From an optimization exercise on the open Yosys and OpenROAD flow, aimed at a short achievable clock period and few clock cycles; shortcuts taken in it are not production practice.
The RTL was checked by simulation tests, not by an equivalence proof against the original design.
No activity file was given, so power comes from the tool's default toggle rates.

<file path="design/flow/config.mk">
export PLATFORM = sky130hd
export DESIGN_NAME = cpu
export DESIGN_NICKNAME = cpu
export VERILOG_FILES = /design/flow/design.v
export SDC_FILE = /design/flow/constraint.sdc
export NUM_CORES = 4
export LEC_CHECK = 0
export CAP_MARGIN = 20
export CORE_MARGIN = 2
export CORE_UTILIZATION = 55
export PLACE_DENSITY = 0.7
export SETUP_SLACK_MARGIN = 3.3
export SLEW_MARGIN = 20
export TNS_END_PERCENT = 100
</file>
<file path="design/flow/run.sh">
#!/bin/bash
# synth_recipe.tcl (not shown) runs the flow's synth.tcl, then flattens the netlist and writes it again
# the make line also repeats each setting of config.mk as NAME=value (left out here)
make -C /OpenROAD-flow-scripts/flow DESIGN_CONFIG=/design/flow/config.mk WORK_HOME=/design/flow/orfs CLKGATE_MAP_FILE= SYNTH_SCRIPT=/design/flow/synth_recipe.tcl finish
</file>
<file path="design/flow/constraint.sdc">
create_clock -name core_clock -period 5.6 [get_ports {clk}]
set_input_delay 1.1200 -clock core_clock [delete_from_list [all_inputs] [get_ports {clk}]]
set_output_delay 1.1200 -clock core_clock [all_outputs]
set_load 0.01 [all_outputs]
</file>
<file path="design/flow/design.v">
package definesPkg;
endpackage
module cpu
(
   input clk,
   input reset,
   output [15:0] o_pc_addr,
   output o_pc_rd,
   input [15:0] i_pc_rddata,
   output [15:0] o_ldst_addr,
   output o_ldst_rd,
   output o_ldst_wr,
   input [15:0] i_ldst_rddata,
   output [15:0] o_ldst_wrdata,
   output [127:0] o_tb_regs
);
   logic [15:0] pc;             
   logic        d_valid;
   logic        d_btb;          
   logic        d_replay;       
   logic [15:0] d_hold;
   logic        d_hwr7;         
   logic [15:0] pc_out;         
   logic [15:0] d_fa;           
   logic [15:0] d_pc;           
   logic [3:0]  d_hip, d_him;   
   logic        e_valid;
   logic [15:0] e_A, e_B;
   logic        e_sadd, e_ssub, e_sb, e_smrg;
   logic        e_wr;           
   logic [2:0]  e_rd;
   logic        e_flags;
   logic        e_ld, e_st;
   logic        e_br;
   logic        e_calw, e_calz, e_caln;
   logic        e_pred;
   logic [15:0] e_pcf;          
   logic [15:0] e_tgt;          
   logic        e_useA;
   logic        w_wr;           
   logic        w_isld;         
   logic [2:0]  w_rd;
   logic [15:0] w_res;          
   logic        fN, fZ;
   logic [15:0] regs [0:7];
   function automatic [15:0] ks_add(input [15:0] a, input [15:0] b, input cin);
      logic [15:0] g, p, x;
      logic [15:0] gn, pn;
      g = a & b;
      p = a | b;
      x = a ^ b;
      g[0] = g[0] | (p[0] & cin);
      for (int d = 1; d < 16; d = d * 2) begin
         gn = g;
         pn = p;
         for (int i = d; i < 16; i++) begin
            gn[i] = g[i] | (p[i] & g[i-d]);
            pn[i] = p[i] & p[i-d];
         end
         g = gn;
         p = pn;
      end
      ks_add = x ^ {g[14:0], cin};
   endfunction
   wire [15:0] sum  = ks_add(e_A, e_B, 1'b0);
   wire [15:0] diff = ks_add(e_A, ~e_B, 1'b1);
   wire [15:0] e_or = e_A | e_B;
   wire        sum_zero = &(~((e_A ^ e_B) ^ {e_or[14:0], 1'b0}));
   wire e_simple = e_sb | e_smrg;
   wire [15:0] res_simple = e_smrg ? {e_B[15:8], e_A[7:0]} : e_B;
   wire [15:0] res = ({16{e_sadd}} & sum) | ({16{e_ssub}} & diff) | ({16{e_simple}} & res_simple);
   wire        res_N = e_ssub ? diff[15] : sum[15];
   wire        res_Z = e_ssub ? (e_A == e_B) : sum_zero;
   wire taken = e_calw | (e_calz & fZ) | (e_caln & fN);
   wire mispE = e_valid & e_br & (taken ^ e_pred);
   wire [15:0] fixpc = e_useA ? e_A : (e_pred ? e_pcf : e_tgt);
   wire [15:0] instr = d_replay ? d_hold : i_pc_rddata;
   wire [4:0]  op = instr[4:0];
   wire [2:0]  rx = instr[7:5];
   wire [2:0]  ry = instr[10:8];
   wire dv = d_valid & ~mispE;
   wire isMV    = op == 5'b00000;
   wire isADD   = op == 5'b00001;
   wire isSUB   = op == 5'b00010;
   wire isCMP   = op == 5'b00011;
   wire isLD    = op == 5'b00100;
   wire isST    = op == 5'b00101;
   wire isMVI   = op == 5'b10000;
   wire isADDI  = op == 5'b10001;
   wire isSUBI  = op == 5'b10010;
   wire isCMPI  = op == 5'b10011;
   wire isMVHI  = op == 5'b10110;
   wire isJR    = op == 5'b01000;
   wire isJZR   = op == 5'b01001;
   wire isJNR   = op == 5'b01010;
   wire isCALLR = op == 5'b01100;
   wire isJ     = op == 5'b11000;
   wire isJZ    = op == 5'b11001;
   wire isJN    = op == 5'b11010;
   wire isCALL  = op == 5'b11100;
   wire readA = isADD | isSUB | isCMP | isST | isADDI | isSUBI | isCMPI | isMVHI |
                isJR | isJZR | isJNR | isCALLR;
   wire readB = isMV | isADD | isSUB | isCMP | isLD | isST;
   wire regjump = isJR | isJZR | isJNR | isCALLR;
   wire dirjump = isJ | isJZ | isJN | isCALL;
   wire eA = e_valid & e_wr & (e_rd == rx);
   wire eB = e_valid & e_wr & (e_rd == ry);
   wire wA = w_wr & (w_rd == rx);
   wire wB = w_wr & (w_rd == ry);
   wire [15:0] w_val = w_isld ? i_ldst_rddata : w_res;
   wire [15:0] rfA = d_replay ? regs[d_hold[7:5]] : regs[i_pc_rddata[7:5]];
   wire [15:0] rfB = d_replay ? regs[d_hold[10:8]] : regs[i_pc_rddata[10:8]];
   wire [15:0] A_early = wA ? w_val : rfA;
   wire [15:0] B_early = wB ? w_val : rfB;
   wire [15:0] imm8s = {{8{instr[15]}}, instr[15:8]};
   wire [15:0] B_other = readB ? B_early :
                         (isMVHI ? {instr[15:8], 8'd0} :
                         ((isCALL | isCALLR) ? d_pc : imm8s));
   wire fB = readB & eB;
   wire [15:0] A_next = ({16{eA & e_sadd}} & sum) | ({16{eA & e_ssub}} & diff) |
                        ({16{eA & e_simple}} & res_simple) | ({16{~eA}} & A_early);
   wire [15:0] B_next = ({16{fB & e_sadd}} & sum) | ({16{fB & e_ssub}} & diff) |
                        ({16{fB & e_simple}} & res_simple) | ({16{~fB}} & B_other);
   wire [11:0] tlo = {1'b0, d_pc[11:1]} + {1'b0, i_pc_rddata[15:5]};
   wire [3:0]  thi = i_pc_rddata[15] ? (tlo[11] ? d_pc[15:12] : d_him) : (tlo[11] ? d_hip : d_pc[15:12]);
   wire [15:0] tgtD = {thi, tlo[10:0], 1'b0};
   wire [2:0] rx_r = i_pc_rddata[7:5];
   wire [2:0] ry_r = i_pc_rddata[10:8];
   wire readA_r = (op_raw == 5'b00001) | (op_raw == 5'b00010) | (op_raw == 5'b00011) | (op_raw == 5'b00101) |
                  (op_raw == 5'b10001) | (op_raw == 5'b10010) | (op_raw == 5'b10011) | (op_raw == 5'b10110) |
                  (op_raw == 5'b01000) | (op_raw == 5'b01001) | (op_raw == 5'b01010) | (op_raw == 5'b01100);
   wire readB_r = (op_raw == 5'b00000) | (op_raw == 5'b00001) | (op_raw == 5'b00010) | (op_raw == 5'b00011) |
                  (op_raw == 5'b00100) | (op_raw == 5'b00101);
   wire wr7_r = ((((op_raw == 5'b00000) | (op_raw == 5'b00001) | (op_raw == 5'b00010) | (op_raw == 5'b00100) |
                   (op_raw == 5'b10000) | (op_raw == 5'b10001) | (op_raw == 5'b10010) | (op_raw == 5'b10110)) &
                  (rx_r == 3'd7)) | (op_raw == 5'b11100) | (op_raw == 5'b01100));
   wire stall = dv & e_valid & e_ld &
                ((readA_r & (e_rd == rx_r)) | (readB_r & (e_rd == ry_r)));
   wire e7 = e_valid & (e_wr | e_ld) & (e_rd == 3'd7);
   wire e7slow = e7 & ~e_simple;
   wire w7 = w_wr & (w_rd == 3'd7);
   wire [15:0] r7_fwd = e7 ? res_simple : (w7 ? w_val : regs[7]);
      wire [4:0] op_raw = i_pc_rddata[4:0];
   wire predT_dir = ~d_replay & ((op_raw == 5'b11000) | (op_raw == 5'b11100) |
                                 (((op_raw == 5'b11001) | (op_raw == 5'b11010)) & i_pc_rddata[15]));
   wire predT_reg = ~d_replay & ((op_raw == 5'b01000) | (op_raw == 5'b01100)) & (rx_r == 3'd7) & ~e7slow;
   wire predT = d_btb | predT_dir | predT_reg;
   wire redirD = dv & ~stall & ~d_btb & (predT_dir | predT_reg);
   wire [15:0] tgt_reg = r7_fwd;
   localparam NB = 8;
   logic [NB-1:0]  btb_v;
   logic [14:0]    btb_tag [0:NB-1];
   logic [14:0]    btb_tgt [0:NB-1];
   logic [NB-1:0]  btb_r7;         
   logic [2:0]     btb_ptr;        
   logic [NB-1:0]  btb_hitv;
   logic [14:0]    btb_t;
   always_comb begin
      btb_t = '0;
      for (int i = 0; i < NB; i++) begin
         btb_hitv[i] = btb_v[i] & (btb_tag[i] == pc[15:1]);
         btb_t = btb_t | ({15{btb_hitv[i]}} & btb_tgt[i]);
      end
   end
   wire hit_dir = |(btb_hitv & ~btb_r7);
   wire hit_r7 = |(btb_hitv & btb_r7);
   wire dWr7 = dv & (d_replay ? d_hwr7 : wr7_r);
   wire r7_busy = dWr7 | e7 | w7;
   wire btb_pred = hit_dir | (hit_r7 & ~r7_busy);
   wire [15:0] btb_target = hit_r7 ? regs[7] : {btb_t, 1'b0};
   wire alloc_r7 = predT_reg;
   wire btb_alloc = redirD & (predT_dir | alloc_r7);
   logic        al_q, al_r7;
   logic [14:0] al_tag;
   wire [15:0] pc_inc = pc + 16'd2;
   wire sel_tgtD = redirD & predT_dir;
   wire [15:0] pc_other = mispE ? fixpc : (stall ? pc : (redirD ? tgt_reg : (btb_pred ? btb_target : pc_inc)));
   wire [15:0] pc_next = sel_tgtD ? tgtD : pc_other;
   always_ff @(posedge clk or posedge reset) begin
      if (reset) begin
         pc <= '0;
         d_valid <= 1'b0;
         d_replay <= 1'b0;
         e_valid <= 1'b0;
         w_wr <= 1'b0;
         btb_v <= '0;
         al_q <= 1'b0;
         btb_r7 <= '0;
         btb_ptr <= '0;
         fN <= 1'b0;
         fZ <= 1'b0;
      end else begin
         pc <= pc_next;
         d_valid <= ~(mispE | redirD);
         d_replay <= stall;
         e_valid <= dv & ~stall;
         w_wr <= e_valid & (e_wr | e_ld);
         al_q <= btb_alloc;
         if (al_q) begin
            btb_v[btb_ptr] <= 1'b1;
            btb_r7[btb_ptr] <= al_r7;
            btb_ptr <= btb_ptr + 1'b1;
         end
         if (e_valid & e_flags) begin
            fN <= res_N;
            fZ <= res_Z;
         end
      end
   end
   always_ff @(posedge clk) begin
      d_hold <= instr;
      d_hwr7 <= wr7_r;
      pc_out <= reset ? 16'd0 : pc_next;
      if (!stall) begin
         d_fa <= pc;
         d_pc <= pc_inc;
         d_hip <= pc_inc[15:12] + 4'd1;
         d_him <= pc_inc[15:12] - 4'd1;
            d_btb <= btb_pred;
      end
      al_r7 <= alloc_r7;
      al_tag <= d_fa[15:1];
      if (al_q) begin
         btb_tag[btb_ptr] <= al_tag;
         btb_tgt[btb_ptr] <= e_tgt[15:1];
      end
      e_A <= A_next;
      e_B <= B_next;
      e_sadd <= isADD | isADDI;
      e_ssub <= isSUB | isCMP | isSUBI | isCMPI;
      e_sb <= isMV | isMVI | isCALL | isCALLR;
      e_smrg <= isMVHI;
      e_wr <= isMV | isADD | isSUB | isMVI | isADDI | isSUBI | isMVHI | isCALL | isCALLR;
      e_rd <= (isCALL | isCALLR) ? 3'd7 : rx;
      e_flags <= isADD | isSUB | isCMP | isADDI | isSUBI | isCMPI;
      e_ld <= isLD;
      e_st <= isST;
      e_br <= regjump | dirjump;
      e_calw <= isJR | isCALLR | isJ | isCALL;
      e_calz <= isJZR | isJZ;
      e_caln <= isJNR | isJN;
      e_pred <= predT;
      e_pcf <= d_pc;
      e_tgt <= tgtD;
      e_useA <= regjump & ~predT_reg;
      w_rd <= e_rd;
      w_isld <= e_ld;
      w_res <= res;
      if (reset) begin
         regs[0] <= 16'hCAFE; regs[1] <= 16'hBADD; regs[2] <= 16'hCAFE; regs[3] <= 16'hBADD;
         regs[4] <= 16'hCAFE; regs[5] <= 16'hBADD; regs[6] <= 16'hCAFE; regs[7] <= 16'hBADD;
      end else begin
         if (w_wr) regs[w_rd] <= w_val;
      end
   end
   assign o_pc_addr = pc_out;
   assign o_pc_rd = 1'b1;
   assign o_ldst_addr = e_B;
   assign o_ldst_wrdata = e_A;
   assign o_ldst_rd = 1'b1;
   assign o_ldst_wr = e_valid & e_st;
   assign o_tb_regs = {regs[7], regs[6], regs[5], regs[4], regs[3], regs[2], regs[1], regs[0]};
endmodule
</file>
==> results.txt, run 1 <==
clock tree buffer depth=3; Slew @ Worst Pin=0.786 ns; part of the Yosys area used for sequential elements=0.512; Seq. cell area=16500 sq um; Starting Density=0.553; Top Metal Used=met5; DRT Pass-1 Iters=6; CP Capture Type=register; Pint=11.0 mW; Final Setup Violations=0; CTS tree=done; placed wire-length estimate=82900 um; Synth-to-Final Area Change=43.0%; Synth cell types=94; pin count of the biggest net entering global routing=52; P_sw=6.40 mW; CP arrival=3.71 ns; VDD IR max=0.000354 V; status=no timing/DRC/antenna violations; cells on worst reg2reg path=14; Rel. slew slack=0.475; Pleak=16.7 nW; Pwr Density=384 nW/um^2; vias per cell=6.82; cells after synthesis=2680; Reg-to-Reg End=pc_out[13]$_SDFF_PP0_; gr ovfl total=0; clock skew=0.0629 ns; Post-Route Setup TNS=0 ns; Die ar.=59600 sq um; area of the multi-input gates=17900 sq um; Clk pwr share=0.256; M1 wire length=49600 um; area of the core=57400 sq um; most used cells in the layout excluding fill and tap cells=buf_4 (462), edfxtp_1 (407), nand2_1 (223); post-synth top area share=0.385; # rows=88; die height=244 um; die width=244 um; DR WL/cell=32.2 um; drt first-iter violations=4627; Crit path required time=6.16 ns; critical hold path startpoint=d_fa[13]$_DFFE_PN_; Fmax achieved=317 MHz; Tot GR Track Use=0.432; # IOs=213; final slew viol count=0; Mean Syn Cell Area=11.8 sq um; combinational share of power=0.350; largest cells by area after synthesis=edfxtp_1 (39%), dfxtp_1 (9.4%), mux4_2 (9.1%); number of enable flip-flop cells after synthesis=407; TritonCTS Buffers=61; post-route cell area=45400 sq um; placed cell area=35000 sq um; number of global-route vias before repair=26840; # clock sinks=598; crit-path max FO=6; # hold bufs at CTS=0; cell taking the most area after synthesis=edfxtp_1; switch share=0.367; Post-Syn Area=31700 sq um; overall routed net length=137000 um; routed wl met3=21500 um; residual DRC count=0; final hold violation count=0; Clk Latency, worst-skew pair=0.70 ns; DR vias=28924; most used flip-flop cell after synthesis=edfxtp_1; Yosys warning count=1; RSZ-0062 raised after global routing=yes; Final nets=3540; met2 routed WL=57600 um; Hold Crit Depth=0; Max Cap Viol=0; Worst Hold End=al_tag[12]$_DFF_P_; Worst R2R Start=pc[7]$_DFF_PP0_; clock-pin slew on the worst setup and hold paths=0.07 ns; R2R setup slack=2.44 ns; Async S/R FF share, synth=0.0702; antenna viol nets, final=0; min Tclk post-route=3.16 ns; final worst-path cycle share=0.563; sequential cell fraction of total power=0.394; crit path launch type=register; fillcell total=3345; gpl congestion=0.985; first-pass GRT wire length=187000 um; Port Buffers=210; PnR worst setup slack=2.44 ns; Min-Delay Path Class=register to register; FF+latch count, synth=598; CTS root buffer=clkbuf_16; kind of critical path=register to register; share of layout cells above drive strength 1=0.474; end-of-flow core utilization=0.791; H-Tree Depth=2; initial antenna violation count=10; commonest non-fill, non-tap cell in the layout=buf_4; pre-CTS setup slack=1.11 ns
## worst max-delay path, stage by stage, from the launching register on
cell	delay (ns)
dfrtp_4	0.60
buf_12	0.19
buf_12	0.13
xnor2_4	0.14
nand4_1	0.13
buf_6	0.18
nor2_4	0.20
a2111oi_4	0.11
buf_6	0.16
buf_6	0.13
a21oi_4	0.26
o21ai_4	0.13
o21ai_2	0.23
a22oi_2	0.14
a211oi_2	0.28
## power by group through the flow
stage / combinational, mW / sequential, mW / clock, mW
4_1_cts: 5.11 / 6.79 / 4.39
6_report: 6.10 / 6.87 / 4.47
5_1_grt: 6.29 / 6.88 / 4.58
2_1_floorplan: 2.77 / 6.15 / 0
3_3_place_gp: 3.47 / 6.88 / 0
3_5_place_dp: 3.54 / 6.91 / 0
## Yosys cell counts, drive strengths merged, types with 8 or more instances
| cell | count |
|---|---|
| o22ai | 57 |
| ha | 78 |
| nor4 | 38 |
| nor3 | 66 |
| o211ai | 16 |
| a222oi | 12 |
| nand2b | 28 |
| inv | 102 |
| or2 | 8 |
| buf | 57 |
| o221ai | 9 |
| and3 | 9 |
| a221oi | 17 |
| mux4 | 128 |
| nand4b | 8 |
| dfrtp | 42 |
| a211oi | 51 |
| mux2i | 71 |
| and2 | 18 |
| nand3 | 52 |
| nor2 | 193 |
| or3 | 9 |
| edfxtp | 407 |
| a21oi | 119 |
| mux2 | 22 |
| nor2b | 45 |
| xor2 | 39 |
| xnor2 | 161 |
| nand2 | 246 |
| a22o | 13 |
| a22oi | 48 |
| a31oi | 13 |
| clkbuf | 106 |
| a21o | 12 |
| dfxtp | 149 |
| o21ai | 86 |
| nand4 | 58 |
## registers in the layout (all words and copies together) (netlist names), 3 cells and up
signal,count
e_B,16
d_fa,15
al_tag,15
btb_r7,8
d_pc,16
e_A,16
pc_out,16
btb_tgt,120
pc,16
d_hold,16
d_hip,3
w_res,16
btb_ptr,3
e_pcf,16
btb_v,8
btb_tag,120
w_rd,3
e_tgt,15
regs,128
e_rd,3
d_him,4
## stage by stage
step                      cells  hold WS (ns)  power [mW]
after floorplan            2681         0.323        8.91
after global placement     3562         0.326        10.4
after detailed placement   3564         0.328        10.5
after CTS                  4098         0.338        16.3
after global routing       4243         0.354        17.8
final                      4244         0.343        17.4
## layer usage
layer / vias to the layer above / GRT usage
met5: - / 0
met1: 14106 / 0.606
met4: 16 / 0.181
met2: 2637 / 0.613
li1: 11614 / -
met3: 551 / 0.148
## worst max path at each step
stage / startpoint / end / slack [ns] / cells after the start
after floorplan: i_pc_rddata[1] / pc_out[14]$_SDFF_PP0_ / 2.12 / 9
after global placement: i_pc_rddata[3] / pc_out[0]$_SDFF_PP0_ / 1.19 / 10
after detailed placement: i_pc_rddata[3] / pc_out[0]$_SDFF_PP0_ / 1.11 / 10
after CTS: pc[15]$_DFF_PP0_ / pc_out[2]$_SDFF_PP0_ / 2.66 / 10
after global routing: pc[9]$_DFF_PP0_ / pc_out[2]$_SDFF_PP0_ / 2.40 / 13
final: pc[7]$_DFF_PP0_ / pc_out[13]$_SDFF_PP0_ / 2.44 / 14
## repair_timing
item | CTS | global route
buffers inserted | 404 | 141
pin swaps | 167 | 123
gates resized for setup | 1401 | 276
setup endpoints to repair | 626 | 325
cloned | 14 | 4
## final cells by class
class / count / area share
clock buffer: 80 / 0.0377
multi-input combinational: 1821 / 0.394
clock inverter: 36 / 0.0104
sequential: 598 / 0.363
timing repair buffer: 838 / 0.164
antenna: 1 / 0.0000551
inverter: 103 / 0.00929
timing repair inverter: 2 / 0.000331
tap: 765 / 0.0211
## kinds of logic (layout without fill, tap and decap cells)
group / after synthesis / after routing / share of synthesized area
other cells: 1 / 3 / 0.000118
buf+inv: 266 / 1059 / 0.0372
compound gates: 517 / 518 / 0.111
fa+ha+maj: 81 / 81 / 0.0326
flops: 598 / 598 / 0.512
mux: 221 / 221 / 0.121
xor+xnor: 200 / 200 / 0.0572
simple gates: 796 / 799 / 0.129
Testbench counts, summed over its fixed seeds: cycles 58,138.
==> run 2, diff against run 1 <==
--- a/design/flow/config.mk
+++ b/design/flow/config.mk
@@ -7,8 +7,8 @@
 export LEC_CHECK = 0
 export CAP_MARGIN = 20
 export CORE_MARGIN = 2
-export CORE_UTILIZATION = 55
-export PLACE_DENSITY = 0.7
-export SETUP_SLACK_MARGIN = 3.3
+export CORE_UTILIZATION = 40
+export PLACE_DENSITY = 0.6
+export SETUP_SLACK_MARGIN = 3.6
 export SLEW_MARGIN = 20
 export TNS_END_PERCENT = 100
==> run 2 against run 1 <==
  * Flip-flop and latch count did not move
  * Sequential power fell by 3%
  * Largest cell class unchanged
  * Design area rose by 3.0%
  * Largest power group unchanged
  * First-iteration DRC count fell by 16%
  * Worst hold slack got worse by 0.018 ns
  * Still clean on timing, DRC and antenna
==> results.txt, run 2 <==
status=no timing/DRC/antenna violations; residual DRC count=0 (unchanged); min Tclk post-route=3.09 ns (-0.0615 ns); gr ovfl total=0 (unchanged); Crit path required time=6.14 ns (-0.02 ns); Post-Route Setup TNS=0 ns (unchanged); part of the Yosys area used for sequential elements=0.512 (unchanged); H-Tree Depth=3 (+1); clock tree buffer depth=3 (unchanged); die height=286 um (+17%); Rel. slew slack=0.477 (+0.00171); clock skew=0.0229 ns (-0.0400 ns); Async S/R FF share, synth=0.0702 (unchanged); DR WL/cell=29.4 um (-8.8%); VDD IR max=0.000246 V (-30%); CP arrival=3.63 ns (-0.08 ns); CP Cell Sequence=buf_12 > xnor2_2 > nand4_1 > buf_6 > buf_6 > nor4_4 > a222oi_1 > o211a_1 > a21o_1 > a221oi_2 > o21ai_2 > a211oi_2; most used cells in the layout excluding fill and tap cells=buf_4 (438), edfxtp_1 (407), nand2_1 (211); met2 routed WL=59100 um (+2.6%); final slew viol count=0 (unchanged); CP Launch Point=pc[11]$_DFF_PP0_; Worst R2R Start=pc[11]$_DFF_PP0_; Port Buffers=210 (unchanged); Starting Density=0.403 (-0.150); Slew @ Worst Pin=0.785 ns (-0.00148 ns); CP delay by family, top=compound AO/OA/AOI/OAI gates; cell taking the most area after synthesis=edfxtp_1; slowest stage delay, CP=0.50 ns (-0.10 ns); CTS tree=done; kind of critical path=register to register; pin count of the biggest net entering global routing=49 (-5.8%); CTS root buffer=clkbuf_16; Mean Syn Cell Area=11.8 sq um (unchanged); TritonCTS Buffers=67 (+9.8%); CP Capture Type=register; share of layout cells above drive strength 1=0.486 (+0.0118); WHS=0.326 ns (-0.0178 ns); vias per cell=6.09 (-11%); Crit path top cell by count=buf_6; Yosys warning count=1 (unchanged); PnR worst setup slack=2.51 ns (+0.0615 ns); crit-path max FO=5 (-1); CP max-delay cell=dfrtp_4; pre-CTS setup slack=1.19 ns (+0.0807 ns); first-pass GRT wire length=187000 um (+0.14%); Overall Power=17.8 mW (+2.3%); Top Registers=regs (128), btb_tag (120), btb_tgt (120); post-route cell area=46700 sq um (+3.0%); RSZ-0062 raised after global routing=yes; drt first-iter violations=3898 (-16%); area of the core=78700 sq um (+37%); # hold bufs at CTS=0 (unchanged); critical hold path startpoint=d_fa[11]$_DFFE_PN_; cells after synthesis=2680 (unchanged); Top Metal Used=met5; # clock sinks=598 (unchanged); Synth cell types=94 (unchanged); Tot GR Track Use=0.315 (-0.117); Synth top cells by count=edfxtp_1 (407), nand2_1 (242), nor2_1 (192), xnor2_1 (154), dfxtp_1 (149); DRT Pass-1 Iters=8 (+2); max FFs per register=128 (unchanged); largest register by flop count=regs; fin cells=4528 (+6.7%); Die ar.=81600 sq um (+37%); routed wl met3=14800 um (-31%); FF+latch count, synth=598 (unchanged); DR vias=27578 (-4.7%); commonest non-fill, non-tap cell in the layout=buf_4; # IOs=213 (unchanged); most used flip-flop cell after synthesis=edfxtp_1; post-synth top area share=0.385 (unchanged); Pleak=17.0 nW (+2.1%); Pwr Density=382 nW/um^2 (-0.66%); final hold violation count=0 (unchanged); gpl congestion=0.941 (-4.5%); crit path launch type=register; end-of-flow core utilization=0.593 (-0.198); Post-Syn Area=31700 sq um (unchanged); Crit path buffers/inverters=3 (-2); Max Cap Viol=0 (unchanged); number of enable flip-flop cells after synthesis=407 (unchanged); number of global-route vias before repair=26373 (-1.7%); placed cell area=35700 sq um (+1.9%); # rows=103 (+17%); placed wire-length estimate=85300 um (+2.9%); Fmax achieved=323 MHz (+2.0%); Final Setup Violations=0 (unchanged); count leader, synth=edfxtp_1; clock-pin slew on the worst setup and hold paths=0.06 ns (about the same); largest cells by area after synthesis=edfxtp_1 (39%), dfxtp_1 (9.4%), mux4_2 (9.1%); final worst-path cycle share=0.552 (-0.0110); Synth-to-Final Area Change=47.2%; antenna viol nets, final=0 (unchanged); overall routed net length=133000 um (-2.7%); die width=286 um (+17%); M1 wire length=53200 um (+7.1%); initial antenna violation count=7 (-3); Min-Delay Path Class=register to register; placed insts=3850 (+8.0%); Final nets=3537 (-0.085%); Clk Latency, worst-skew pair=0.64 ns (-0.06 ns); fillcell total=6051 (+81%)
-- run 2: cell count changes in the layout (fill, tap and decap cells not counted), sizes merged, moves of 3 or more --
cell          before  now
clkbuf            86   82
inv              101  104
clkinvlp          11    7
dlymetal6s2s       0    3
clkinv            21   27
buf              810  803
-- run 2: path summary, 6_finish.rpt --
check	endpoint	slack, ns	depth (start not counted)
max	pc_out[14]$_SDFF_PP0_	2.51	12
min	al_tag[10]$_DFF_P_	0.33	0
max reg2reg	pc_out[14]$_SDFF_PP0_	2.51	12
min reg2reg	al_tag[10]$_DFF_P_	0.33	0
max in group asynchronous	pc[12]$_DFF_PP0_	4.33	4
min in group asynchronous	w_wr$_DFF_PP0_	0.67	5
-- run 2: cell families after synthesis --
group           after synthesis  share of synthesized area
other cells                   1                   0.000118
flops                       598                      0.512
xor+xnor                    200                     0.0572
fa+ha+maj                    81                     0.0326
mux                         221                      0.121
buf+inv                     266                     0.0372
simple gates                796                      0.129
compound gates              517                      0.111
-- run 2: worst reg2reg max path, delay by kind of cell, from the launching register on --
family,cells,cell delay (ns)
AO/OA/AOI/OAI,6,1.34
XOR/XNOR,1,0.18
buffers and inverters,3,0.47
flip-flops,1,0.50
AND/OR/NAND/NOR,2,0.51
-- run 2: per-layer routing --
layer  vias to the layer above  GRT usage
met5                         -          0
met3                       307     0.0739
li1                      11599          -
met1                     13844      0.440
met2                      1826      0.474
met4                         2      0.124
-- run 2: final cells by class --
class                           instances  area, sq um  share of cell area
Antenna cell                            2         5.00            0.000107
Clock buffer                           80         1750              0.0374
Clock inverter                         43          522              0.0112
Inverter                              103          439             0.00940
Multi-Input combinational cell       1820        18500               0.396
Sequential cell                       598        16500               0.353
Tap cell                             1050         1310              0.0281
Timing Repair Buffer                  831         7710               0.165
Timing Repair inverter                  1         7.51            0.000161
-- run 2: report_power, final --
| part | internal (mW) | switching, mW |
|---|---|---|
| clock network | 2.68 | 1.96 |
| logic | 3.05 | 3.45 |
| registers | 5.70 | 0.990 |
-- run 2: what timing repair did --
| item | 4_1_cts | 5_1_grt |
|---|---|---|
| setup endpoints to repair | 716 | 430 |
| cloned | 15 | 0 |
| pin swaps | 177 | 162 |
| resized for setup | 1405 | 286 |
| hold endpoints to repair | 0 | 0 |
| setup buffers | 397 | 141 |
==> run 3, diff against run 2 <==
--- a/design/flow/config.mk
+++ b/design/flow/config.mk
@@ -5,10 +5,11 @@
 export SDC_FILE = /design/flow/constraint.sdc
 export NUM_CORES = 4
 export LEC_CHECK = 0
+export ABC_CLOCK_PERIOD_IN_PS = 2800
 export CAP_MARGIN = 20
 export CORE_MARGIN = 2
 export CORE_UTILIZATION = 40
 export PLACE_DENSITY = 0.6
-export SETUP_SLACK_MARGIN = 3.6
+export SETUP_SLACK_MARGIN = 3.3
 export SLEW_MARGIN = 20
 export TNS_END_PERCENT = 100
==> run 3 against run 2 <==
  * Largest cell class unchanged
  * Largest power group unchanged
  * Global-route usage shrank 0.34 points
  * Still clean
  * Design area down 3.2%
  * Sequential share of layout area rose by 1.2 points
  * Critical path depth decreased by 1
  * Combinational power fell by 9.8%
  * Total power down 2.6%
==> results.txt, run 3 <==
clock-pin slew on the worst setup and hold paths=0.06 ns (about the same); sequential cell fraction of total power=0.393 (+0.018); DRT Pass-1 Iters=5 (-3); Mean Syn Cell Area=11.8 sq um (unchanged); most used flip-flop cell after synthesis=edfxtp_1; commonest non-fill, non-tap cell in the layout=buf_4; post-synth top area share=0.385 (unchanged); Synth cell types=94 (unchanged); Clk Latency, worst-skew pair=0.63 ns (about the same); WHS=0.338 ns (+0.0124 ns); placed insts=3849 (-0.026%); gr ovfl total=0 (unchanged); met2 routed WL=58000 um (-1.9%); Port Buffers=210 (unchanged); final worst-path cycle share=0.534 (-0.0185); status=no timing/DRC/antenna violations; PnR worst setup slack=2.61 ns (+0.104 ns); residual DRC count=0 (unchanged); Pleak=16.4 nW (-3.6%); clock tree buffer depth=3 (unchanged); number of enable flip-flop cells after synthesis=407 (unchanged); Starting Density=0.403 (unchanged); Fmax achieved=334 MHz (+3.5%); post-route cell area=45200 sq um (-3.2%); Clk pwr share=0.270 (+0.010); FF+latch count, synth=598 (unchanged); M1 wire length=51900 um (-2.4%); CTS tree=done; Overall Power=17.4 mW (-2.6%); CP arrival=3.53 ns (-0.10 ns); cells after synthesis=2680 (unchanged); switch share=0.355 (-0.00369); CP max-delay cell=dfrtp_4; # rows=103 (unchanged); CP Cell Sequence=buf_12 > xnor2_2 > nand4_4 > nor2_4 > a2111oi_4 > buf_6 > a21oi_4 > nor2_4 > a211oi_1 > or3_4 > a221oi_2; fillcell total=6221 (+2.8%); vias per cell=6.08 (-0.15%); die height=286 um (unchanged); min Tclk post-route=2.99 ns (-0.104 ns); count leader, synth=edfxtp_1; CP Launch Point=pc[12]$_DFF_PP0_; Die ar.=81600 sq um (unchanged); final hold violation count=0 (unchanged); Reg-to-Reg End=pc_out[2]$_SDFF_PP0_; crit-path max FO=6 (+1); kind of critical path=register to register; Async S/R FF share, synth=0.0702 (unchanged); Max Cap Viol=0 (unchanged); die width=286 um (unchanged); TritonCTS Buffers=66 (-1.5%); drt first-iter violations=3604 (-7.5%); pin count of the biggest net entering global routing=52 (+6.1%); part of the Yosys area used for sequential elements=0.512 (unchanged); CP delay by family, top=simple AND/OR/NAND/NOR gates; P_sw=6.17 mW (-3.6%); Pwr Density=384 nW/um^2 (+0.61%); Post-Route Setup TNS=0 ns (unchanged); share of layout cells above drive strength 1=0.453 (-0.0328); # clock sinks=598 (unchanged); Post-Syn Area=31700 sq um (unchanged); Synth-to-Final Area Change=42.5%; Worst R2R Start=pc[12]$_DFF_PP0_; Top Registers=regs (128), btb_tag (120), btb_tgt (120); Tot GR Track Use=0.311 (-0.00335); area of the core=78700 sq um (unchanged); antenna viol nets, final=0 (unchanged); gpl congestion=0.972 (+3.3%); H-Tree Depth=3 (unchanged); max FFs per register=128 (unchanged); Top Metal Used=met5; Crit path buffers/inverters=2 (-1); Crit path top cell by count=nor2_4; largest cells by area after synthesis=edfxtp_1 (39%), dfxtp_1 (9.4%), mux4_2 (9.1%); RSZ-0062 raised after global routing=yes; slowest stage delay, CP=0.60 ns (+0.10 ns); VDD IR max=0.000243 V (-1.3%); DR vias=27286 (-1.1%); DR WL/cell=29.2 um (-0.77%); clock skew=0.0390 ns (+0.0161 ns); Final nets=3494 (-1.2%); initial antenna violation count=8 (+1); Crit path required time=6.14 ns (about the same); Worst setup endpoint=pc_out[2]$_SDFF_PP0_; R2R setup slack=2.61 ns (+0.10 ns); end-of-flow core utilization=0.574 (-0.0191); Yosys warning count=1 (unchanged); Pint=11.2 mW (-2.1%); CTS root buffer=clkbuf_16; Slew @ Worst Pin=1.04 ns (+0.251 ns); cells on worst reg2reg path=11 (-1); largest register by flop count=regs; Final Setup Violations=0 (unchanged); routed wl met3=15000 um (+1.7%); combinational share of power=0.337 (-0.028); cell taking the most area after synthesis=edfxtp_1; crit path launch type=register; CP Capture Type=register; placed cell area=35400 sq um (-0.92%); most used cells in the layout excluding fill and tap cells=buf_4 (426), edfxtp_1 (407), nand2_1 (224); # IOs=213 (unchanged); pre-CTS setup slack=1.18 ns (-0.00426 ns); Synth top cells by count=edfxtp_1 (407), nand2_1 (242), nor2_1 (192), xnor2_1 (154), dfxtp_1 (149); final slew viol count=0 (unchanged); number of global-route vias before repair=26001 (-1.4%); overall routed net length=131000 um (-1.7%); Rel. slew slack=0.296 (-0.181); critical path depth=11 (-1); first-pass GRT wire length=185000 um (-0.96%); placed wire-length estimate=84900 um (-0.45%); Min-Delay Path Class=register to register; fin cells=4487 (-0.91%)
==> run 3: cell types whose count changed in the layout (fill, tap and decap cells not counted), moves of 10 or more <==
cell	change
a211oi_1	+10
buf_12	-15
buf_2	+18
buf_4	-12
buf_6	-30
nand2_1	+13
nand2_2	-10
xnor2_1	+16
xnor2_2	-10
==> run 3: layout make-up <==
| cell class | instances | area (sq um) | share of cell area |
|---|---|---|---|
| Clock inverter | 36 | 473 | 0.0105 |
| Multi-Input combinational cell | 1821 | 17700 | 0.392 |
| Tap cell | 1050 | 1310 | 0.0291 |
| Antenna cell | 5 | 12.5 | 0.000277 |
| Clock buffer | 85 | 1840 | 0.0406 |
| Timing Repair Buffer | 788 | 6970 | 0.154 |
| Timing Repair inverter | 1 | 7.51 | 0.000166 |
| Inverter | 103 | 420 | 0.00930 |
| Sequential cell | 598 | 16500 | 0.364 |
==> run 3: worst min-delay path by stage <==
stage,end,slack [ns],from,depth (start not counted)
6_report,al_tag[4]$_DFF_P_,0.34,d_fa[5]$_DFFE_PN_,0
5_1_grt,al_tag[10]$_DFF_P_,0.35,d_fa[11]$_DFFE_PN_,0
4_1_cts,al_tag[4]$_DFF_P_,0.34,d_fa[5]$_DFFE_PN_,0
3_5_place_dp,al_tag[10]$_DFF_P_,0.33,d_fa[11]$_DFFE_PN_,0
3_3_place_gp,al_tag[7]$_DFF_P_,0.32,d_fa[8]$_DFFE_PN_,0
2_1_floorplan,al_tag[0]$_DFF_P_,0.32,d_fa[1]$_DFFE_PN_,0
==> run 3: power groups by stage <==
stage	logic (mW)	clock network (mW)	registers, mW
after floorplan	2.77	0	6.15
after global placement	3.39	0	6.98
after detailed placement	3.45	0	7.00
after CTS	5.11	4.71	6.81
after global routing	6.14	4.88	6.87
final	5.86	4.69	6.82
==> run 3: cell families (layout without fill, tap and decap cells) <==
| group | count (synthesis) | in the layout | synth area share |
|---|---|---|---|
| fa+ha+maj | 81 | 81 | 0.0326 |
| other cells | 1 | 7 | 0.000118 |
| flops | 598 | 598 | 0.512 |
| mux | 221 | 221 | 0.121 |
| xor+xnor | 200 | 200 | 0.0572 |
| compound gates | 517 | 518 | 0.111 |
| buf+inv | 266 | 1013 | 0.0372 |
| simple gates | 796 | 799 | 0.129 |
==> run 3: repair_timing <==
action | CTS | global route
hold buffers | 0 | 0
setup buffers | 374 | 125
gates cloned | 12 | 1
gates resized for setup | 1382 | 206
pin swaps | 155 | 130
endpoints found under the setup margin | 633 | 323
endpoints found under the hold margin | 0 | 0
==> run 3: layer usage <==
metal	track usage	up-vias
met5	0	-
met2	0.467	1770
met4	0.126	4
met3	0.0747	314
li1	-	11511
met1	0.434	13687
==> run 4, diff against run 3 <==
--- a/design/flow/config.mk
+++ b/design/flow/config.mk
@@ -5,7 +5,6 @@
 export SDC_FILE = /design/flow/constraint.sdc
 export NUM_CORES = 4
 export LEC_CHECK = 0
-export ABC_CLOCK_PERIOD_IN_PS = 2800
 export CAP_MARGIN = 20
 export CORE_MARGIN = 2
 export CORE_UTILIZATION = 40
==> run 4 against run 3 <==
  * First-iteration DRC count did not move
  * Total power did not move
  * Count of clock-buffer cells in the layout did not move
  * Largest cell class unchanged
  * Critical endpoint unchanged
  * Via count did not move
==> results.txt, run 4 <==
H-Tree Depth=3 (unchanged); Post-Syn Area=31700 sq um (unchanged); initial antenna violation count=8 (unchanged); drt first-iter violations=3604 (unchanged); cell taking the most area after synthesis=edfxtp_1; # rows=103 (unchanged); gpl congestion=0.972 (unchanged); FF+latch count, synth=598 (unchanged); antenna viol nets, final=0 (unchanged); R2R setup slack=2.61 ns (about the same); Rel. slew slack=0.296 (unchanged); Tot GR Track Use=0.311 (unchanged); Port Buffers=210 (unchanged); Final Setup Violations=0 (unchanged); Yosys warning count=1 (unchanged); Max Cap Viol=0 (unchanged); Pleak=16.4 nW (unchanged); VDD IR max=0.000243 V (unchanged); RSZ-0062 raised after global routing=yes; first-pass GRT wire length=185000 um (unchanged); residual DRC count=0 (unchanged); Min-Delay Path Class=register to register; cells on worst reg2reg path=11 (unchanged); Die ar.=81600 sq um (unchanged); Fmax achieved=334 MHz (unchanged); area of the core=78700 sq um (unchanged); vias per cell=6.08 (unchanged); Synth cell types=94 (unchanged); CP arrival=3.53 ns (about the same); die height=286 um (unchanged); most used cells in the layout excluding fill and tap cells=buf_4 (426), edfxtp_1 (407), nand2_1 (224); Overall Power=17.4 mW (unchanged); kind of critical path=register to register; clock-pin slew on the worst setup and hold paths=0.06 ns (about the same); status=no timing/DRC/antenna violations; Crit path required time=6.14 ns (about the same); fin cells=4487 (unchanged); largest cells by area after synthesis=edfxtp_1 (39%), dfxtp_1 (9.4%), mux4_2 (9.1%); placed cell area=35400 sq um (unchanged); # hold bufs at CTS=0 (unchanged); clock skew=0.0390 ns (unchanged); TritonCTS Buffers=66 (unchanged); CTS tree=done; final hold violation count=0 (unchanged); number of global-route vias before repair=26001 (unchanged); post-synth top area share=0.385 (unchanged); DR WL/cell=29.2 um (unchanged); part of the Yosys area used for sequential elements=0.512 (unchanged); end-of-flow core utilization=0.574 (unchanged); Hold Crit Depth=0 (unchanged); number of enable flip-flop cells after synthesis=407 (unchanged); max FFs per register=128 (unchanged); Worst Hold End=al_tag[4]$_DFF_P_; CTS root buffer=clkbuf_16; Async S/R FF share, synth=0.0702 (unchanged); Slew @ Worst Pin=1.04 ns (unchanged); count leader, synth=edfxtp_1; Mean Syn Cell Area=11.8 sq um (unchanged); # IOs=213 (unchanged); # clock sinks=598 (unchanged); Clk Latency, worst-skew pair=0.63 ns (about the same); crit path launch type=register; clock tree buffer depth=3 (unchanged); Worst R2R Start=pc[12]$_DFF_PP0_; pin count of the biggest net entering global routing=52 (unchanged); Synth top cells by count=edfxtp_1 (407), nand2_1 (242), nor2_1 (192), xnor2_1 (154), dfxtp_1 (149); largest register by flop count=regs; DRT Pass-1 Iters=5 (unchanged); Post-Route Setup TNS=0 ns (unchanged); most used flip-flop cell after synthesis=edfxtp_1; fillcell total=6221 (unchanged); placed insts=3849 (unchanged); critical hold path startpoint=d_fa[5]$_DFFE_PN_; CP Capture Type=register; die width=286 um (unchanged); placed wire-length estimate=84900 um (unchanged); gr ovfl total=0 (unchanged); Starting Density=0.403 (unchanged); crit-path max FO=6 (unchanged); share of layout cells above drive strength 1=0.453 (unchanged); Reg-to-Reg End=pc_out[2]$_SDFF_PP0_; min Tclk post-route=2.99 ns (unchanged); DR vias=27286 (unchanged); Final nets=3494 (unchanged); Synth-to-Final Area Change=42.5% (unchanged); Pwr Density=384 nW/um^2 (unchanged); overall routed net length=131000 um (unchanged); final slew viol count=0 (unchanged); final worst-path cycle share=0.534 (unchanged); cells after synthesis=2680 (unchanged); Top Registers=regs (128), btb_tag (120), btb_tgt (120); post-route cell area=45200 sq um (unchanged); commonest non-fill, non-tap cell in the layout=buf_4
-- run 4: what timing repair did --
action / CTS / global route
setup buffers: 374 / 125
pin swaps: 155 / 130
endpoints found under the setup margin: 633 / 323
cloned: 12 / 1
gates resized for setup: 1382 / 206
-- run 4: worst max-delay path: stages (launching register included) --
cell,delay [ns]
dfrtp_4,0.60
buf_12,0.21
xnor2_2,0.16
nand4_4,0.20
nor2_4,0.08
a2111oi_4,0.37
buf_6,0.22
a21oi_4,0.11
nor2_4,0.22
a211oi_1,0.08
or3_4,0.38
a221oi_2,0.25
-- run 4: final cells by class --
class                   instances  area, sq um  area share
multi-input cells            1821        17700       0.392
flip-flops and latches        598        16500       0.364
repair buffers                788         6970       0.154
clock buffers                  85         1840      0.0406
well taps                    1050         1310      0.0291
clock inverters                36          473      0.0105
inverters                     103          420     0.00930
diodes                          5         12.5    0.000277
repair inverters                1         7.51    0.000166
-- run 4: where the power goes --
group	switching (mW)	total (mW)	leakage, nW	internal, mW
registers	1.12	6.82	5.37	5.70
logic	3.12	5.86	9.93	2.73
clock network	1.93	4.69	1.13	2.76
total	6.17	17.4	16.4	11.2
-- run 4: kinds of logic (layout without fill, tap and decap cells) --
family / count (synthesis) / in the layout / synth area share
and+or+nand+nor: 796 / 799 / 0.129
DFF: 598 / 598 / 0.512
AOI/OAI and AO/OA: 517 / 518 / 0.111
buffers and inverters: 266 / 1013 / 0.0372
muxes: 221 / 221 / 0.121
xor gates and xnor gates: 200 / 200 / 0.0572
adders and majority gates: 81 / 81 / 0.0326
other: 1 / 7 / 0.000118
-- run 4: layer usage --
| metal | track usage | up-vias | share of wire |
|---|---|---|---|
| met5 | 0 | - | 0.00021 |
| met4 | 0.126 | 4 | 0.045 |
| met3 | 0.0747 | 314 | 0.11 |
| met2 | 0.467 | 1770 | 0.44 |
| met1 | 0.434 | 13687 | 0.40 |
| li1 | - | 11511 | - |
-- run 4: worst max-delay path by stage --
stage                     start                    end  slack, ns  depth (start not counted)
3_3_place_gp     i_pc_rddata[3]      d_fa[4]$_DFFE_PN_       1.29                          6
2_1_floorplan    i_pc_rddata[1]  pc_out[14]$_SDFF_PP0_       2.12                          9
4_1_cts         pc[3]$_DFF_PP0_   pc_out[2]$_SDFF_PP0_       2.60                         10
6_report       pc[12]$_DFF_PP0_   pc_out[2]$_SDFF_PP0_       2.61                         11
5_1_grt        pc[10]$_DFF_PP0_  pc_out[11]$_SDFF_PP0_       2.51                         15
3_5_place_dp     i_pc_rddata[1]   pc_out[2]$_SDFF_PP0_       1.18                          8
-- run 4: through the flow --
| step | worst slack [ns] | hold WS, ns |
|---|---|---|
| after global placement | 1.29 | 0.324 |
| after CTS | 2.60 | 0.340 |
| after global routing | 2.51 | 0.347 |
| after floorplan | 2.12 | 0.323 |
| after detailed placement | 1.18 | 0.327 |
| final | 2.61 | 0.338 |
==> run 5, diff against run 4 <==
--- a/design/flow/design.v
+++ b/design/flow/design.v
@@ -117,10 +117,8 @@
                          (isMVHI ? {instr[15:8], 8'd0} :
                          ((isCALL | isCALLR) ? d_pc : imm8s));
    wire fB = readB & eB;
-   wire [15:0] A_next = ({16{eA & e_sadd}} & sum) | ({16{eA & e_ssub}} & diff) |
-                        ({16{eA & e_simple}} & res_simple) | ({16{~eA}} & A_early);
-   wire [15:0] B_next = ({16{fB & e_sadd}} & sum) | ({16{fB & e_ssub}} & diff) |
-                        ({16{fB & e_simple}} & res_simple) | ({16{~fB}} & B_other);
+   wire [15:0] A_next = eA ? res_simple : A_early;
+   wire [15:0] B_next = fB ? res_simple : B_other;
    wire [11:0] tlo = {1'b0, d_pc[11:1]} + {1'b0, i_pc_rddata[15:5]};
    wire [3:0]  thi = i_pc_rddata[15] ? (tlo[11] ? d_pc[15:12] : d_him) : (tlo[11] ? d_hip : d_pc[15:12]);
    wire [15:0] tgtD = {thi, tlo[10:0], 1'b0};
@@ -134,7 +132,7 @@
    wire wr7_r = ((((op_raw == 5'b00000) | (op_raw == 5'b00001) | (op_raw == 5'b00010) | (op_raw == 5'b00100) |
                    (op_raw == 5'b10000) | (op_raw == 5'b10001) | (op_raw == 5'b10010) | (op_raw == 5'b10110)) &
                   (rx_r == 3'd7)) | (op_raw == 5'b11100) | (op_raw == 5'b01100));
-   wire stall = dv & e_valid & e_ld &
+   wire stall = dv & e_valid & (e_ld | ((e_sadd | e_ssub) & e_wr)) &
                 ((readA_r & (e_rd == rx_r)) | (readB_r & (e_rd == ry_r)));
    wire e7 = e_valid & (e_wr | e_ld) & (e_rd == 3'd7);
    wire e7slow = e7 & ~e_simple;
--- a/design/flow/config.mk
+++ b/design/flow/config.mk
@@ -8,7 +8,7 @@
 export CAP_MARGIN = 20
 export CORE_MARGIN = 2
 export CORE_UTILIZATION = 40
-export PLACE_DENSITY = 0.6
+export PLACE_DENSITY = 0.5
 export SETUP_SLACK_MARGIN = 3.3
 export SLEW_MARGIN = 20
 export TNS_END_PERCENT = 100
==> run 5 against run 4 <==
  * Cell count fell by 1.6%
  * Design area fell by 0.85%
  * Critical path type unchanged
  * Worst setup slack got worse by 0.23 ns
  * Largest cell class unchanged
  * Die area fell by 1.7%
  * Sequential power rose by 0.7%
  * Clock skew fell by 0.021 ns
  * Utilization rose by 0.54 points
==> results.txt, run 5 <==
DR WL/cell=31.5 um (+8.0%); Fmax achieved=311 MHz (-7.0%); end-of-flow core utilization=0.580 (+0.00541); CP max-delay cell=dfrtp_4; clock skew=0.0177 ns (-0.0213 ns); Yosys warning count=1 (unchanged); Synth cell types=89 (-5.3%); kind of critical path=register to register; Synth-to-Final Area Change=43.7%; Clk Latency, worst-skew pair=0.63 ns (about the same); Starting Density=0.403 (about the same); crit-path max FO=6 (unchanged); Top Registers=regs (128), btb_tag (120), btb_tgt (120); Pleak=16.3 nW (-0.48%); VDD IR max=0.000209 V (-14%); final worst-path cycle share=0.574 (+0.0404); vias per cell=6.09 (+0.19%); Min-Delay Path Class=register to register; Die ar.=80200 sq um (-1.7%); largest register by flop count=regs; drt first-iter violations=3567 (-1.0%); min Tclk post-route=3.22 ns (+0.226 ns); Port Buffers=210 (unchanged); # rows=102 (-0.97%); Post-Syn Area=31200 sq um (-1.7%); commonest non-fill, non-tap cell in the layout=edfxtp_1; Rel. slew slack=0.361 (+0.0647); overall routed net length=139000 um (+6.3%); cell taking the most area after synthesis=edfxtp_1; Async S/R FF share, synth=0.0702 (unchanged); final slew viol count=0 (unchanged); initial antenna violation count=7 (-1); Mean Syn Cell Area=11.9 sq um (+0.44%); cells after synthesis=2623 (-2.1%); number of global-route vias before repair=25164 (-3.2%); number of enable flip-flop cells after synthesis=415 (+2.0%); final hold violation count=0 (unchanged); Crit path top cell by count=buf_4; residual DRC count=0 (unchanged); Final Setup Violations=0 (unchanged); slowest stage delay, CP=0.53 ns (-0.07 ns); Tot GR Track Use=0.334 (+0.0230); status=no timing/DRC/antenna violations; pin count of the biggest net entering global routing=35 (-33%); DR vias=26912 (-1.4%); most used flip-flop cell after synthesis=edfxtp_1; area of the core=77300 sq um (-1.8%); # IOs=213 (unchanged); Crit path buffers/inverters=3 (+1); CP delay by family, top=compound AO/OA/AOI/OAI gates; max FFs per register=128 (unchanged); CP arrival=3.76 ns (+0.23 ns); part of the Yosys area used for sequential elements=0.524 (+0.0114); H-Tree Depth=3 (unchanged); CTS tree=done; gpl congestion=0.919 (-5.5%); Post-Route Setup TNS=0 ns (unchanged); placed wire-length estimate=88300 um (+4.0%); Final nets=3432 (-1.8%); largest cells by area after synthesis=edfxtp_1 (40%), mux4_2 (9.2%), dfxtp_1 (9.0%); # hold bufs at CTS=0 (unchanged); FF+latch count, synth=598 (unchanged); # clock sinks=598 (unchanged); Synth top cells by count=edfxtp_1 (415), nand2_1 (252), nor2_1 (173), dfxtp_1 (141), mux4_2 (128); clock-pin slew on the worst setup and hold paths=0.06 ns (about the same); first-pass GRT wire length=192000 um (+3.9%); most used cells in the layout excluding fill and tap cells=edfxtp_1 (415), buf_4 (401), nand2_1 (225); crit path launch type=register; Crit path required time=6.14 ns (about the same); count leader, synth=edfxtp_1; gr ovfl total=0 (unchanged); Max Cap Viol=0 (unchanged); antenna viol nets, final=0 (unchanged); die width=283 um (-0.84%); TritonCTS Buffers=71 (+7.6%); CP Capture Type=register; Slew @ Worst Pin=0.932 ns (-0.103 ns); CP Cell Sequence=buf_4 > xor2_2 > nor4_4 > buf_4 > nand4_1 > o2111ai_4 > nor2_4 > buf_6 > and3_4 > o211ai_1 > o2111ai_2 > a211oi_2; RSZ-0062 raised after global routing=yes; Pwr Density=388 nW/um^2 (+1.0%); CTS root buffer=clkbuf_16; clock tree buffer depth=3 (unchanged); DRT Pass-1 Iters=7 (+2); share of layout cells above drive strength 1=0.451 (-0.00258); die height=283 um (-0.84%); post-synth top area share=0.399 (+0.0143)
run 5: changes by cell type after synthesis, sizes merged, moves of 20 or more:
cell,previous run,this run
xor2,39,96
xnor2,161,109
o22ai,57,28
a21oi,119,93
nor2,193,173
run 5: kinds of logic (layout without fill, tap and decap cells):
group           count (synthesis)  count (layout)  share of synthesized area
simple gates                  766             772                      0.118
flops                         598             598                      0.524
compound gates                458             461                      0.101
buf+inv                       274            1015                     0.0369
mux                           240             240                      0.129
xor+xnor                      205             205                     0.0576
fa+ha+maj                      81              81                     0.0332
other cells                     1               5                   0.000120
run 5: report_power, final:
part	internal [mW]	switching (mW)
logic	2.60	3.16
clock network	2.76	1.99
registers	5.72	1.15
run 5: final cells by class:
class | count | area, sq um
Clock inverter | 45 | 497
Inverter | 101 | 435
Sequential cell | 598 | 16500
Tap cell | 1040 | 1300
Timing Repair Buffer | 783 | 7210
Timing Repair inverter | 1 | 8.76
Multi-Input combinational cell | 1761 | 17000
Clock buffer | 85 | 1850
Antenna cell | 3 | 7.51
Fill cell | 6407 | 32500
run 5: worst register-to-register path, cell delays in order (launching register included):
cell	delay (ns)
dfrtp_4	0.53
buf_4	0.20
xor2_2	0.19
nor4_4	0.26
buf_4	0.19
nand4_1	0.22
o2111ai_4	0.22
nor2_4	0.11
buf_6	0.15
and3_4	0.20
o211ai_1	0.38
o2111ai_2	0.25
a211oi_2	0.23
run 5: path summary, 6_finish.rpt:
check                                   from                     to  slack (ns)  cells after the start
min in group asynchronous              reset  btb_r7[5]$_DFFE_PP0P_        0.61                      2
setup reg to reg             pc[3]$_DFF_PP0_   pc_out[7]$_SDFF_PP0_        2.38                     12
hold reg to reg            d_fa[8]$_DFFE_PN_      al_tag[7]$_DFF_P_        0.34                      0
setup / recovery             pc[3]$_DFF_PP0_   pc_out[7]$_SDFF_PP0_        2.38                     12
hold / removal             d_fa[8]$_DFFE_PN_      al_tag[7]$_DFF_P_        0.34                      0
max in group asynchronous              reset       pc[13]$_DFF_PP0_        4.17                      3
run 5: timing repair:
| action | CTS | global route |
|---|---|---|
| buffers inserted | 352 | 119 |
| pin swaps | 180 | 128 |
| gates cloned | 20 | 9 |
| setup endpoints to repair | 649 | 333 |
| resized for setup | 1387 | 215 |
run 5: layer usage:
metal  part of all wire  track usage
met5            0.00016            0
met1               0.44        0.505
met2               0.43        0.487
met4              0.033       0.0985
met3              0.098       0.0622
run 5: metrics by stage:
step	worst slack, ns	power [mW]	hold WS, ns	instances	instance area, sq um
2_1_floorplan	2.37	8.70	0.323	2624	32000
3_3_place_gp	1.02	10.6	0.325	3783	35000
3_5_place_dp	0.969	10.6	0.327	3784	35100
4_1_cts	2.53	16.8	0.340	4286	42600
5_1_grt	2.39	17.9	0.344	4415	44800
6_report	2.38	17.4	0.339	4417	44800
Testbench counts of run 5, summed over its fixed seeds: cycles 59,059.
==> run 6, diff against run 5 <==
--- a/design/flow/config.mk
+++ b/design/flow/config.mk
@@ -8,7 +8,7 @@
 export CAP_MARGIN = 20
 export CORE_MARGIN = 2
 export CORE_UTILIZATION = 40
-export PLACE_DENSITY = 0.5
+export PLACE_DENSITY = 0.6
 export SETUP_SLACK_MARGIN = 3.3
 export SLEW_MARGIN = 20
 export TNS_END_PERCENT = 100
==> run 6 against run 5 <==
  * Critical endpoint is now pc[12]$_DFF_PP0_
  * Via count up 1.6%
  * Design area up 0.49%
  * Utilization up 0.28 points
==> results.txt, run 6 <==
Port Buffers=210 (unchanged); CP Cell Sequence=buf_4 > buf_12 > xor2_4 > nor4_4 > buf_4 > nand2_4 > o32ai_4 > a2111o_1 > a21o_4 > buf_6 > a41o_1 > a2111oi_4 > a21oi_1; part of the Yosys area used for sequential elements=0.524 (unchanged); die width=283 um (unchanged); CP arrival=3.58 ns (-0.18 ns); CP Capture Type=register; initial antenna violation count=8 (+1); slowest stage delay, CP=0.52 ns (about the same); fin cells=4422 (+0.11%); Synth-to-Final Area Change=44.4%; kind of critical path=register to register; residual DRC count=0 (unchanged); switch share=0.362 (-0.00108); commonest non-fill, non-tap cell in the layout=edfxtp_1; Yosys warning count=1 (unchanged); P_sw=6.19 mW (-1.8%); # IOs=213 (unchanged); pin count of the biggest net entering global routing=45 (+29%); most used flip-flop cell after synthesis=edfxtp_1; fillcell total=6058 (-5.4%); area of the multi-input gates=17300 sq um (+1.6%); Tot GR Track Use=0.313 (-0.0209); Pleak=16.6 nW (+1.3%); Mean Syn Cell Area=11.9 sq um (unchanged); number of enable flip-flop cells after synthesis=415 (unchanged); combinational share of power=0.334 (+0.002); CP max-delay cell=a2111o_1; Fmax achieved=324 MHz (+4.1%); Starting Density=0.403 (unchanged); Final Setup Violations=0 (unchanged); share of layout cells above drive strength 1=0.462 (+0.0115); DR vias=27337 (+1.6%); gr ovfl total=0 (unchanged); count leader, synth=edfxtp_1; Max Cap Viol=0 (unchanged); number of global-route vias before repair=25560 (+1.6%); Top Registers=regs (128), btb_tag (120), btb_tgt (120); final slew viol count=0 (unchanged); gpl congestion=0.963 (+4.8%); Synth top cells by count=edfxtp_1 (415), nand2_1 (252), nor2_1 (173), dfxtp_1 (141), mux4_2 (128); sequential cell fraction of total power=0.399 (+0.004); placed insts=3780 (-0.11%); Crit path top cell by count=buf_4; crit-path max FO=6 (unchanged); # hold bufs at CTS=0 (unchanged); Post-Route Setup TNS=0 ns (unchanged); Post-Syn Area=31200 sq um (unchanged); die height=283 um (unchanged); clock-pin slew on the worst setup and hold paths=0.06 ns (about the same); first-pass GRT wire length=183000 um (-4.7%); DR WL/cell=30.0 um (-4.6%); # clock sinks=598 (unchanged); CTS root buffer=clkbuf_16; largest register by flop count=regs; Pint=10.9 mW (-1.4%); vias per cell=6.18 (+1.5%); antenna viol nets, final=0 (unchanged); clock tree buffer depth=3 (unchanged); Crit path required time=6.09 ns (-0.05 ns); status=no timing/DRC/antenna violations; CTS tree=done; placed wire-length estimate=82500 um (-6.6%); Die ar.=80200 sq um (unchanged); Seq. cell area=16500 sq um (about the same); largest cells by area after synthesis=edfxtp_1 (40%), mux4_2 (9.2%), dfxtp_1 (9.0%); # rows=102 (unchanged); clock skew=0.0314 ns (+0.0136 ns); end-of-flow core utilization=0.582 (+0.00282); Pwr Density=380 nW/um^2 (-2.0%); crit path launch type=register; Async S/R FF share, synth=0.0702 (unchanged); post-synth top area share=0.399 (unchanged); min Tclk post-route=3.09 ns (-0.127 ns); Rel. slew slack=0.247 (-0.113); VDD IR max=0.000249 V (+19%); cell taking the most area after synthesis=edfxtp_1; final worst-path cycle share=0.552 (-0.0227); Final nets=3439 (+0.20%); Synth cell types=89 (unchanged); DRT Pass-1 Iters=8 (+1); max FFs per register=128 (unchanged); drt first-iter violations=4125 (+16%); area of the core=77300 sq um (unchanged); Overall Power=17.1 mW (-1.5%); Min-Delay Path Class=register to register; Clk Latency, worst-skew pair=0.63 ns (about the same); FF+latch count, synth=598 (unchanged); TritonCTS Buffers=69 (-2.8%); H-Tree Depth=3 (unchanged); Clk pwr share=0.267 (-0.006); WHS=0.329 ns (-0.0101 ns); RSZ-0062 raised after global routing=yes; overall routed net length=133000 um (-4.5%); Slew @ Worst Pin=1.12 ns (+0.185 ns); most used cells in the layout excluding fill and tap cells=edfxtp_1 (415), buf_4 (404), nand2_1 (228); cells after synthesis=2623 (unchanged); final hold violation count=0 (unchanged)
==> run 6: routing by layer <==
layer,wire [um],share of wire,vias to the layer above,global-route usage
li1,-,-,11269,-
met1,51600,0.39,13650,0.439
met2,58100,0.44,1997,0.473
met3,15600,0.12,413,0.0688
met4,7490,0.056,8,0.126
met5,49,0.00037,-,0
==> run 6: path summary, 6_finish.rpt <==
check,start,to,slack (ns),depth (start not counted)
max,pc[1]$_DFF_PP0_,pc[12]$_DFF_PP0_,2.51,13
min in group asynchronous,reset,w_wr$_DFF_PP0_,1.30,4
min reg2reg,d_fa[10]$_DFFE_PN_,al_tag[9]$_DFF_P_,0.33,0
max reg2reg,pc[1]$_DFF_PP0_,pc[12]$_DFF_PP0_,2.51,13
max in group asynchronous,reset,d_replay$_DFF_PP0_,3.71,4
min,d_fa[10]$_DFFE_PN_,al_tag[9]$_DFF_P_,0.33,0
==> run 6: metrics by stage <==
stage / worst slack (ns) / instance area (sq um)
2_1_floorplan: 2.37 / 32000
3_3_place_gp: 1.25 / 35000
3_5_place_dp: 1.14 / 35000
4_1_cts: 2.58 / 42700
5_1_grt: 2.41 / 45000
6_report: 2.51 / 45000
==> run 6: final cells by class <==
| cell class | count | area share |
|---|---|---|
| Antenna cell | 1 | 0.0000555 |
| Tap cell | 1040 | 0.0289 |
| Inverter | 101 | 0.00944 |
| Clock inverter | 33 | 0.00800 |
| Clock buffer | 95 | 0.0425 |
| Sequential cell | 598 | 0.367 |
| Timing Repair Buffer | 794 | 0.161 |
| Multi-Input combinational cell | 1760 | 0.384 |
==> run 6: timing repair <==
action / CTS / global route
buffers inserted: 377 / 109
cloned: 22 / 4
resized for setup: 1375 / 275
setup endpoints to repair: 602 / 367
pin swaps: 163 / 154
==> run 6: power groups by stage <==
stage	sequential (mW)	clock [mW]	combinational, mW
floorplan	6.18	0	2.52
global placement	6.95	0	3.46
detailed placement	6.96	0	3.49
CTS	6.80	4.58	4.89
global route	6.86	4.77	5.97
finish	6.83	4.57	5.72
==> run 6: critical path: cells and delay by family (launching register included) <==
family,cells,cell delay (ns)
AND/OR/NAND/NOR,2,0.19
XOR/XNOR,1,0.20
AO/OA/AOI/OAI,6,1.46
buffers and inverters,4,0.60
flip-flops,1,0.50
==> run 6: cells by family after synthesis <==
kind of cell,share of synthesized area
AO/OA/AOI/OAI,0.101
XOR/XNOR,0.0576
flip-flops,0.524
other,0.000120
adder cells (fa/ha/maj),0.0332
AND/OR/NAND/NOR,0.118
multiplexers,0.129
buffers and inverters,0.0369

what the ideal ports hide:
Ports are ideal in the flow. The routed layouts listed here were re-timed in OpenROAD. Step 1, drivers: a clkbuf_16 drives clk and a buf_2 each remaining input, both assumed. Step 2 times the ports against the registers' clock, not the clock port: input delays grow and output delays shrink by t, the midpoint of the rising clock arrivals with the driver on. Three values: ideal, step 1, step 2; two values: the first two.
run	t (ns)	setup WS [ns]	worst setup path after step 2	worst slew at a driven data input, ns
run 1	0.730	2.445 / 2.445 / 1.816	input to register	0.10
run 2	0.699	2.506 / 2.506 / 1.893	input to register	0.14
run 3	0.684	2.610 / 2.610 / 1.928	input to register	0.15
run 4	0.684	2.610 / 2.610 / 1.928	input to register	0.15
run 5	0.693	2.384 / 2.384 / 1.934	input to register	0.09
run 6	0.688	2.511 / 2.511 / 1.909	input to register	0.19
After both steps every run listed still meets setup and hold.
